From an optimization exercise on the open Yosys and OpenROAD flow, aimed at small area and a short achievable clock period; shortcuts taken in it are not production practice.
In this exercise RTL edits were held to simulation tests only and were not proved equivalent to the original.
Power figures rest on the tool's default switching activity, not on a simulated workload.

==> inputs of job 7152 <==
==> flow/design.v (excerpt) <==
module cpu (
    input clk,
    input reset,
    output reg [15:0] mem_addr,
    output reg [7:0] mem_data_write,
    input [7:0] mem_data_read,
    output reg mem_do_write,
    input [4:0] interrupts_enabled,
    input [4:0] interrupts_request,
    output reg [4:0] interrupts_ack,
    output cpu_is_halted,
    output [15:0] dbg_pc,
    output [15:0] dbg_sp,
    output [15:0] dbg_AF,
    output [15:0] dbg_BC,
    output [15:0] dbg_DE,
    output [15:0] dbg_HL,
    output dbg_instruction_retired,
    output reg [7:0] dbg_last_opcode
);
clock: 12.0 ns
lec_check: 0
cap_margin: 20
core_margin: 2
core_utilization: 40
cts_cluster_diameter: 100
cts_cluster_size: 30
slew_margin: 20
standard.sh (not shown) runs the stock make flow with config.mk's settings and CLKGATE_MAP_FILE= SYNTH_SCRIPT=/design/flow/synth_recipe.tcl, a recipe that flattens the netlist after the stock synthesis.
==> flow/flow/run.sh <==
#!/bin/bash
# The standard layout (the standard.sh, unchanged synthesis), with the
# resizer's setup repair aiming at a larger slack than the ORFS default, so
# that it sizes and buffers the critical paths although the 12 ns clock is met.
set -euo pipefail
bash standard.sh SETUP_SLACK_MARGIN=8 finish > orfs_make.log 2>&1
==> job 3920 (differences from job 7152) <==
--- a/flow/design.v
+++ b/flow/design.v
@@ -160,40 +160,41 @@
 reg [2:0] k_sidx;
 always @(*)
     if (cbm) k_sidx = cbop[2:0];
     else if (o_inc8 | o_dec8) k_sidx = op[5:3];
     else k_sidx = op[2:0];
 wire k_useT = k_sidx == 3'd6 | (nrm & (o_ld_a_rr | o_ldh_ld | o_ldc_ld | o_ldnn_ld));
 wire k_xP  = nrm & (o_inc16 | o_dec16 | hlpm | o_addhl | o_addsp | o_ldhlsp | o_ldsphl | o_jphl);
 wire k_xM  = nrm & (o_jr | o_jrcc);
-wire k_xA  = nrm & (alu8 | o_daa);
+wire k_xA  = nrm & (alu8 | o_daa | o_cpl);
 wire k_x01 = nrm & o_inc8;
 wire k_xFF = nrm & o_dec8;
 wire k_xT  = nrm & (o_ldrr_imm | o_pop | jp_t | call_t | ret_t);
 wire k_y01 = nrm & (o_inc16 | (hlpm & ~op[4]));
 wire k_yM1 = nrm & (o_dec16 | (hlpm & op[4]));
 wire k_yHL = nrm & o_addhl;
 wire k_ySx = nrm & (o_addsp | o_ldhlsp | o_jr | o_jrcc);
-wire k_ySv = nrm & (alu8 | o_inc8 | o_dec8);
+wire k_yZ  = nrm & (o_ldrr_imm | o_pop | jp_t | call_t | ret_t | o_ldsphl | o_jphl);
 wire k_yInv = nrm & ((alu8 & sub8) | (o_daa & fN));
 wire k_daa6  = nrm & o_daa & (fH | (~fN & (rA[3:0] > 4'h9)));
 wire k_daa60 = nrm & o_daa & (fC | (~fN & (rA > 8'h99)));
 wire k_cin = nrm & ((o_jr | o_jrcc) | (o_daa & fN) |
                     (alu8 & (alu_kind == 3'd2 | alu_kind == 3'd7)) |
                     (alu8 & alu_kind == 3'd1 & fC) | (alu8 & alu_kind == 3'd3 & ~fC));
 wire k_wSh   = (cbm & cbop[7:6] == 2'b00) | (nrm & o_rota);
 wire k_wBand = cbm & cbop[7:6] == 2'b01;
 wire k_wBres = cbm & cbop[7:6] == 2'b10;
 wire k_wBset = cbm & cbop[7:6] == 2'b11;
 wire k_wCpl  = nrm & o_cpl;
 wire k_wAnd  = nrm & alu8 & alu_kind == 3'd4;
 wire k_wXor  = nrm & alu8 & alu_kind == 3'd5;
 wire k_wOr   = nrm & alu8 & alu_kind == 3'd6;
 wire k_wSum  = nrm & ((alu8 & (alu_kind[2] == 1'b0 | alu_kind == 3'd7)) | o_inc8 | o_dec8 | o_daa);
+wire k_wT    = nrm & o_ld_a_rr & op[5];    
 wire [2:0] k_shk = cbm ? cbop[5:3] : {1'b0, op[4:3]};
 reg [2:0] k_didx;
 reg k_w8;
 always @(*) begin
     k_didx = 3'd7;
     k_w8 = 1'b0;
     if (cbm) begin
         k_didx = cbop[2:0];
@@ -251,51 +252,45 @@
         else if (o_pop & op[5:4] == 2'd3) begin k_zA = 1; k_nA = 1; k_hA = 1; k_cA = 1; end
     end
 end
 wire k_npcS = nrm & (jp_t | call_t | ret_t | jr_t | o_jphl);
 wire k_npcV = intd | (nrm & o_rst);
 wire [7:0] k_vec = intd ? {1'b0, 1'b1, ih[4], ih[3] | ih[2], ih[3] | ih[1], 3'b0}
                         : {2'b00, op[5:3], 3'b0};
 reg [2:0] c_shk;
-reg c_xP, c_xM, c_xA, c_x01, c_xFF, c_xT, c_y01, c_yM1, c_yHL, c_ySx, c_ySv, c_yInv,
-    c_daa6, c_daa60, c_cin, c_wSh, c_wBand, c_wBres, c_wBset, c_wCpl, c_wAnd, c_wXor, c_wOr,
+reg c_cin, c_wT, c_wSh, c_wBand, c_wBres, c_wBset, c_wCpl, c_wAnd, c_wXor, c_wOr,
     c_wSum, c_weA, c_weB, c_weC, c_weD, c_weE, c_weH, c_weL, c_weSP, c_spst, c_rb8, c_aw8,
     c_zZ8, c_zA, c_nA, c_hC4, c_hC12, c_hA, c_cC8, c_cSh, c_cC16, c_cA, c_hInv, c_cInv,
     c_npcS, c_npcV;
-reg [3:0] c_fk;
-reg [7:0] c_vec;
 always @(posedge clk) begin
     c_shk <= k_shk;
-    c_xP <= k_xP; c_xM <= k_xM; c_xA <= k_xA; c_x01 <= k_x01; c_xFF <= k_xFF; c_xT <= k_xT;
-    c_y01 <= k_y01; c_yM1 <= k_yM1; c_yHL <= k_yHL; c_ySx <= k_ySx; c_ySv <= k_ySv;
-    c_yInv <= k_yInv; c_daa6 <= k_daa6; c_daa60 <= k_daa60; c_cin <= k_cin;
+    c_cin <= k_cin; c_wT <= k_wT;
     c_wSh <= k_wSh; c_wBand <= k_wBand; c_wBres <= k_wBres; c_wBset <= k_wBset;
     c_wCpl <= k_wCpl; c_wAnd <= k_wAnd; c_wXor <= k_wXor; c_wOr <= k_wOr; c_wSum <= k_wSum;
     c_weA <= k_weA; c_weB <= k_weB; c_weC <= k_weC; c_weD <= k_weD; c_weE <= k_weE;
     c_weH <= k_weH; c_weL <= k_weL; c_weSP <= k_weSP; c_spst <= k_spst; c_rb8 <= k_rb8;
     c_aw8 <= k_aw8;
     c_zZ8 <= k_zZ8; c_zA <= k_zA; c_nA <= k_nA; c_hC4 <= k_hC4; c_hC12 <= k_hC12; c_hA <= k_hA;
     c_cC8 <= k_cC8; c_cSh <= k_cSh; c_cC16 <= k_cC16; c_cA <= k_cA; c_hInv <= k_hInv;
-    c_cInv <= k_cInv; c_fk <= k_fk;
-    c_npcS <= k_npcS; c_npcV <= k_npcV; c_vec <= k_vec;
+    c_cInv <= k_cInv;
+    c_npcS <= k_npcS; c_npcV <= k_npcV;
 end
-reg [7:0] sv_c, sv;
+reg [7:0] sv_c;
 always @(*)
     if (k_useT) sv_c = t[7:0];
     else case (k_sidx)
         3'd0: sv_c = rB;
         3'd1: sv_c = rC;
         3'd2: sv_c = rD;
         3'd3: sv_c = rE;
         3'd4: sv_c = rH;
         3'd5: sv_c = rL;
         default: sv_c = rA;
     endcase
-always @(posedge clk) sv <= sv_c;
 function [1:0] psel_of(input [7:0] x);
     if ((x & 8'hcf) == 8'hc1 || (x & 8'he7) == 8'hc0 || x == 8'hc9 || x == 8'hd9 ||
         x == 8'h08 || x == 8'he8 || x == 8'hf8)
         psel_of = 2'd3;
     else if ((x & 8'hcf) == 8'hc5 || (x & 8'hc7) == 8'h03 || (x & 8'hcf) == 8'h09 ||
              (x & 8'he7) == 8'h02)
         psel_of = x[5:4];
     else
@@ -311,22 +306,34 @@
         2'd1: P = {rD, rE};
         2'd2: P = {rH, rL};
         default: P = sp;
     endcase
 reg sp_dn;
 always @(posedge clk) sp_dn <= intr | o_push | call_t | o_rst;
 wire [15:0] spn = {sp[15:1] + (sp_dn ? 15'h7fff : 15'h0001), sp[0]};
 wire [15:0] sext_t = {{8{t[7]}}, t[7:0]};
-wire [7:0] daa_v = {1'b0, c_daa60, c_daa60, 2'b00, c_daa6, c_daa6, 1'b0};
-wire [15:0] ax = ({16{c_xP}} & P) | ({16{c_xT}} & t) | ({16{c_xM}} & mem_addr) |
-                 ({16{c_xA}} & {8'h00, rA}) | {8'h00, {7{c_xFF}}, c_xFF | c_x01};
-wire [7:0] ay_lo8 = ({8{c_ySv}} & sv) | daa_v;
-wire [15:0] ay = ({16{c_y01}} & 16'h0001) | {16{c_yM1}} | ({16{c_yHL}} & {rH, rL}) |
-                 ({16{c_ySx}} & sext_t) | {8'h00, ay_lo8 ^ {8{c_yInv}}};
+wire [7:0] daa_v = {1'b0, k_daa60, k_daa60, 2'b00, k_daa6, k_daa6, 1'b0};
+wire [15:0] ax_c = ({16{k_xP}} & P) | ({16{k_xT}} & t) | ({16{k_xM}} & mem_addr) |
+                   ({16{k_xA}} & {8'h00, rA}) | {8'h00, {7{k_xFF}}, k_xFF | k_x01};
+reg [15:0] ay_c;
+always @(*)
+    if (k_y01) ay_c = 16'h0001;
+    else if (k_yM1) ay_c = 16'hffff;
+    else if (k_yHL) ay_c = {rH, rL};
+    else if (k_ySx) ay_c = sext_t;
+    else if (k_yZ) ay_c = 16'h0000;
+    else ay_c = {8'h00, (o_daa & nrm ? daa_v : sv_c) ^ {8{k_yInv}}};
+reg [15:0] ax, ay;
+always @(posedge clk) begin
+    ax <= ax_c;
+    ay <= ay_c;
+end
+wire [7:0] sv = ay[7:0];
+wire [7:0] av = ax[7:0];
 wire [16:0] asum = {1'b0, ax} + {1'b0, ay} + {16'b0, c_cin};
 wire c4  = ax[4] ^ ay[4] ^ asum[4];
 wire c8  = ax[8] ^ ay[8] ^ asum[8];
 wire c12 = ax[12] ^ ay[12] ^ asum[12];
 wire c16 = asum[16];
 wire [7:0] bmask = 8'b1 << cbop[5:3];
 reg [7:0] sh_out;
 reg sh_c;
@@ -336,93 +343,90 @@
         3'd1: begin sh_out = {sv[0], sv[7:1]}; sh_c = sv[0]; end    
         3'd2: begin sh_out = {sv[6:0], fC}; sh_c = sv[7]; end       
         3'd3: begin sh_out = {fC, sv[7:1]}; sh_c = sv[0]; end       
         3'd4: begin sh_out = {sv[6:0], 1'b0}; sh_c = sv[7]; end     
         3'd5: begin sh_out = {sv[7], sv[7:1]}; sh_c = sv[0]; end    
         3'd6: begin sh_out = {sv[3:0], sv[7:4]}; sh_c = 1'b0; end   
         default: begin sh_out = {1'b0, sv[7:1]}; sh_c = sv[0]; end  
     endcase
-wire w8_other = ~(c_wSh | c_wBand | c_wBres | c_wBset | c_wCpl | c_wAnd | c_wXor | c_wOr | c_wSum);
-wire [7:0] w8 = ({8{c_wSh}} & sh_out) | ({8{c_wBand}} & sv & bmask) |
+wire w8_other = ~(c_wT | c_wSh | c_wBand | c_wBres | c_wBset | c_wCpl | c_wAnd | c_wXor | c_wOr | c_wSum);
+wire [7:0] w8 = ({8{c_wT}} & t[7:0]) | ({8{c_wSh}} & sh_out) | ({8{c_wBand}} & sv & bmask) |
                 ({8{c_wBres}} & sv & ~bmask) | ({8{c_wBset}} & (sv | bmask)) |
-                ({8{c_wCpl}} & ~rA) | ({8{c_wAnd}} & rA & sv) | ({8{c_wXor}} & (rA ^ sv)) |
-                ({8{c_wOr}} & (rA | sv)) | ({8{c_wSum}} & asum[7:0]) | ({8{w8_other}} & sv);
+                ({8{c_wCpl}} & ~av) | ({8{c_wAnd}} & av & sv) | ({8{c_wXor}} & (av ^ sv)) |
+                ({8{c_wOr}} & (av | sv)) | ({8{c_wSum}} & asum[7:0]) | ({8{w8_other}} & sv);
 wire z8 = w8 == 8'h00;
 wire [15:0] rb = c_rb8 ? {w8, w8} : asum[15:0];
 wire [3:0] fnew = {
-    c_zZ8 ? z8 : c_zA ? asum[7] : c_fk[3],
-    c_nA ? asum[6] : c_fk[2],
-    c_hC4 ? c4 ^ c_hInv : c_hC12 ? c12 : c_hA ? asum[5] : c_fk[1],
-    c_cC8 ? c8 ^ c_cInv : c_cSh ? sh_c : c_cC16 ? c16 : c_cA ? asum[4] : c_fk[0]};
-wire [15:0] npc = c_npcS ? asum[15:0] : c_npcV ? {8'h00, c_vec} : pcn;
+    c_zZ8 ? z8 : c_zA ? asum[7] : k_fk[3],
+    c_nA ? asum[6] : k_fk[2],
+    c_hC4 ? c4 ^ c_hInv : c_hC12 ? c12 : c_hA ? asum[5] : k_fk[1],
+    c_cC8 ? c8 ^ c_cInv : c_cSh ? sh_c : c_cC16 ? c16 : c_cA ? asum[4] : k_fk[0]};
+wire [15:0] npc = c_npcS ? asum[15:0] : c_npcV ? {8'h00, k_vec} : pcn;
 reg [15:0] am;
 always @(*)
     if (cbm) am = P;
     else if (intr | o_push | call_t | o_rst) am = spn;
     else if (o_ldh_st | o_ldh_ld) am = {8'hff, t[7:0]};
     else if (o_ldc_st | o_ldc_ld) am = {8'hff, rC};
     else if (o_ldnn_st | o_ldnn_ld | o_ldnnsp) am = t;
     else am = P;
 reg [15:0] sdat;
 always @(*)
     if (intr) sdat = cbm ? {cbop[7:6] == 2'b11 ? {8{t[7]}} : 8'h00, w8} : pcn;
     else if (cbm | hl_dst) sdat = {8'h00, w8};
     else if (o_push & op[5:4] == 2'd3) sdat = {rA, fZ, fN, fH, fC, 4'b0};
     else if (o_push | o_ldnnsp) sdat = P;
     else if (call_t | o_rst) sdat = pcn;
     else sdat = {8'h00, rA};
-wire cb_go = op == 8'hcb && !pending;
+reg opcb;    
+wire cb_go = opcb & ~pending;
 wire ph3 = ph == 2'd3;
 reg c_ld, c_ld16, c_st, c_st16, c_pad, c_pad8, c_imm16;
 always @(posedge clk) begin
     c_ld <= d_ld; c_ld16 <= d_ld16; c_st <= d_st; c_st16 <= d_st16;
     c_pad <= d_pad; c_pad8 <= d_pad8; c_imm16 <= d_imm16;
 end
 wire s_idle = st == S_IDLE, s_fet = st == S_FET, s_dec = st == S_DEC, s_cb = st == S_CB,
      s_iml = st == S_IML, s_imh = st == S_IMH, s_ldl = st == S_LDL, s_ldh = st == S_LDH,
      s_ex = st == S_EX, s_stl = st == S_STL, s_sth = st == S_STH, s_pdl = st == S_PDL,
      s_pdh = st == S_PDH, s_wb = st == S_WB;
 wire grp = ~(s_idle | s_fet | s_dec | s_ex | s_wb);
-wire go_fet = (s_idle | s_wb) & (pending | ~halted);
-wire go_cb  = s_dec & cb_go;
 wire go_iml = s_dec & d_imm;
 wire go_ldl = (s_dec & ~d_imm & d_ld) |
               (ph3 & c_ld & (s_cb | (s_iml & ~c_imm16) | s_imh));
 wire go_imh = ph3 & s_iml & c_imm16;
 wire go_ldh = ph3 & s_ldl & c_ld16;
-wire go_ex  = (s_dec & ~cb_go & ~d_imm & ~d_ld) |
+wire go_ex  = (s_dec & ~opcb & ~d_imm & ~d_ld) |
               (ph3 & ((s_cb & ~c_ld) | (s_iml & ~c_imm16 & ~c_ld) | (s_imh & ~c_ld) |
                       (s_ldl & ~c_ld16) | s_ldh));
 wire go_stl = s_ex & c_st;
 wire go_sth = ph3 & s_stl & c_st16;
 wire go_pdl = (s_ex & ~c_st & c_pad) | (ph3 & c_pad & ((s_stl & ~c_st16) | s_sth));
 wire go_pdh = ph3 & s_pdl & c_pad8;
 wire go_wb  = (s_ex & ~c_st & ~c_pad) |
               (ph3 & (((s_stl & ~c_st16) | s_sth) & ~c_pad | (s_pdl & ~c_pad8) | s_pdh));
-wire go_idle = (s_idle | s_wb) & ~(pending | ~halted);
 always @(*) begin
     nst = st;
-    if (go_fet) nst = S_FET;
     if (s_fet) nst = S_DEC;
-    if (go_cb) nst = S_CB;
     if (go_iml) nst = S_IML;
     if (go_imh) nst = S_IMH;
     if (go_ldl) nst = S_LDL;
     if (go_ldh) nst = S_LDH;
     if (go_ex) nst = S_EX;
     if (go_stl) nst = S_STL;
     if (go_sth) nst = S_STH;
     if (go_pdl) nst = S_PDL;
     if (go_pdh) nst = S_PDH;
     if (go_wb) nst = S_WB;
-    if (go_idle) nst = S_IDLE;
+    if (s_idle | s_wb) nst = (pending | ~halted) ? S_FET : S_IDLE;
+    if (s_dec & opcb) nst = pending ? S_EX : S_CB;
 end
 wire to_wb  = go_wb;
-wire to_inc = go_cb | go_iml | go_imh | go_ldh | go_sth;
+wire to_inc = go_iml | go_imh | go_ldh | go_sth;    
 wire to_ldl = go_ldl;
 wire to_stl = go_stl;
 wire to_sth = go_sth;
 reg in_wb;
 assign dbg_instruction_retired = in_wb;
 always @(posedge clk) begin
     interrupts_ack <= 5'b0;
     if (reset) begin
@@ -442,23 +446,24 @@
         st <= nst;
         in_wb <= to_wb;
         ph <= grp ? ph + 2'd1 : 2'd0;
         mem_do_write <= to_stl | to_sth;
         if (st == S_FET) begin
             dbg_last_opcode <= mem_data_read;
             halted <= op_halts & ~pending;
             ih <= pending ? irq_first : 5'b0;
+            opcb <= mem_data_read == 8'hcb;
             cbm <= 1'b0;
         end
-        if (nst == S_FET) halted <= 1'b0;
+        if (s_idle | s_wb) halted <= halted & ~pending;
         if (st == S_DEC) cbm <= cb_go;
         if (ph == 2'd1 && (st == S_IML || st == S_LDL)) t[7:0] <= mem_data_read;
         if (ph == 2'd1 && (st == S_CB || st == S_IMH || st == S_LDH)) t[15:8] <= mem_data_read;
-        if (to_inc) mem_addr <= mem_addr + 16'd1;
+        if (to_inc | (s_dec & opcb & ~pending)) mem_addr <= mem_addr + 16'd1;
         if (to_ldl | to_stl) mem_addr <= am;
         if (to_stl) mem_data_write <= sdat[7:0];
         if (to_sth) mem_data_write <= sdat[15:8];
         if (to_wb) begin
             pc <= npc;
             mem_addr <= npc;
             interrupts_ack <= ih;
             {fZ, fN, fH, fC} <= fnew;
==> flow/flow/run.sh (replaced) <==
#!/bin/bash
# The standard layout (standard.sh: unchanged synthesis, placement, CTS,
# routing), with two settings changed:
#  - the resizer's setup repair aims at a larger slack than the ORFS default,
#    so that it sizes and buffers the critical paths although 12 ns is met;
#  - the port buffers are buf_2 cells (ORFS otherwise picks a 10 um2 delay
#    buffer); every input and output port is still buffered.
# make's output goes to orfs_make.log; each ORFS step logs to orfs/logs/.
set -euo pipefail
bash standard.sh SETUP_SLACK_MARGIN=8.3 \
    "BUFFER_PORTS_ARGS=-buffer_cell sky130_fd_sc_hd__buf_2" \
    finish > orfs_make.log 2>&1
Settings changed: CORE_UTILIZATION 40 to 55, CTS_CLUSTER_DIAMETER 100 to 60, CTS_CLUSTER_SIZE 30 to 20.
==> comparison table <==
	job 3920	job 7152
Clk power	793 µW	507 µW
DR WL met2	30140 µm	34540 µm
Beginning of the worst register-to-register path	dbg_last_opcode[1]	psel[1]
# clock sinks	241	237
Most common cell after layout, fill and taps aside	sky130_fd_sc_hd__dfxtp_1	sky130_fd_sc_hd__nor2_1
Final design instance area without fill	0.01849 mm²	0.01941 mm²
Met3 usage	0.1170	0.08670
Placed cell areas	0.01698 mm²	0.01794 mm²
Sequential-to-total area share from yosys stat	0.3283	0.3195
Number of library cell types mapped by synthesis	91	90
P_comb	1250 µW	1240 µW
Logic pwr share	0.405	0.438
Met1 demand-to-capacity share in global routing	0.6078	0.5183
Number of inserted filler cells in the final layout	2457	3926
Antenna fix cells	0	1
Result of the run	finished clean	finished clean
Xor-xnor portion of the synthesized cell area	0.03076	0.02883
DIE WIDTH	174.3 µm	204.6 µm
Multi-input gates	1535	1604
Met3 wirelength from detailed routing	10140 µm	10120 µm
Length in cells of the worst reg-to-reg path	12	13

==> static timing again, ports no longer ideal <==
The results above use ideal ports. As a check the final layouts listed here were re-extracted and re-timed, cells and wires unchanged. Step 1 sets driving cells, clkbuf_16 on the clock port and buf_2 on the other inputs (assumed; they add their load-dependent delay and slew). Step 2 also shifts input and output timing later by t, the mid clock arrival at the registers, as if the neighbouring blocks saw the same clock. Slacks: no drivers / after step 1 / after step 2; pairs: no drivers / after step 1.
| run | t (ns) | setup slack, ns | worst setup path at the end |
|---|---|---|---|
| job 7152 | 0.577 | 7.976 / 7.913 / 7.513 | input to register |
| job 3920 | 0.593 | 8.294 / 8.248 / 7.777 | input to register |
After both steps every run listed still meets setup and hold. The setup slack of job 3920, which loses most, moves by -0.046 ns with the drivers and by -0.517 ns with both steps.
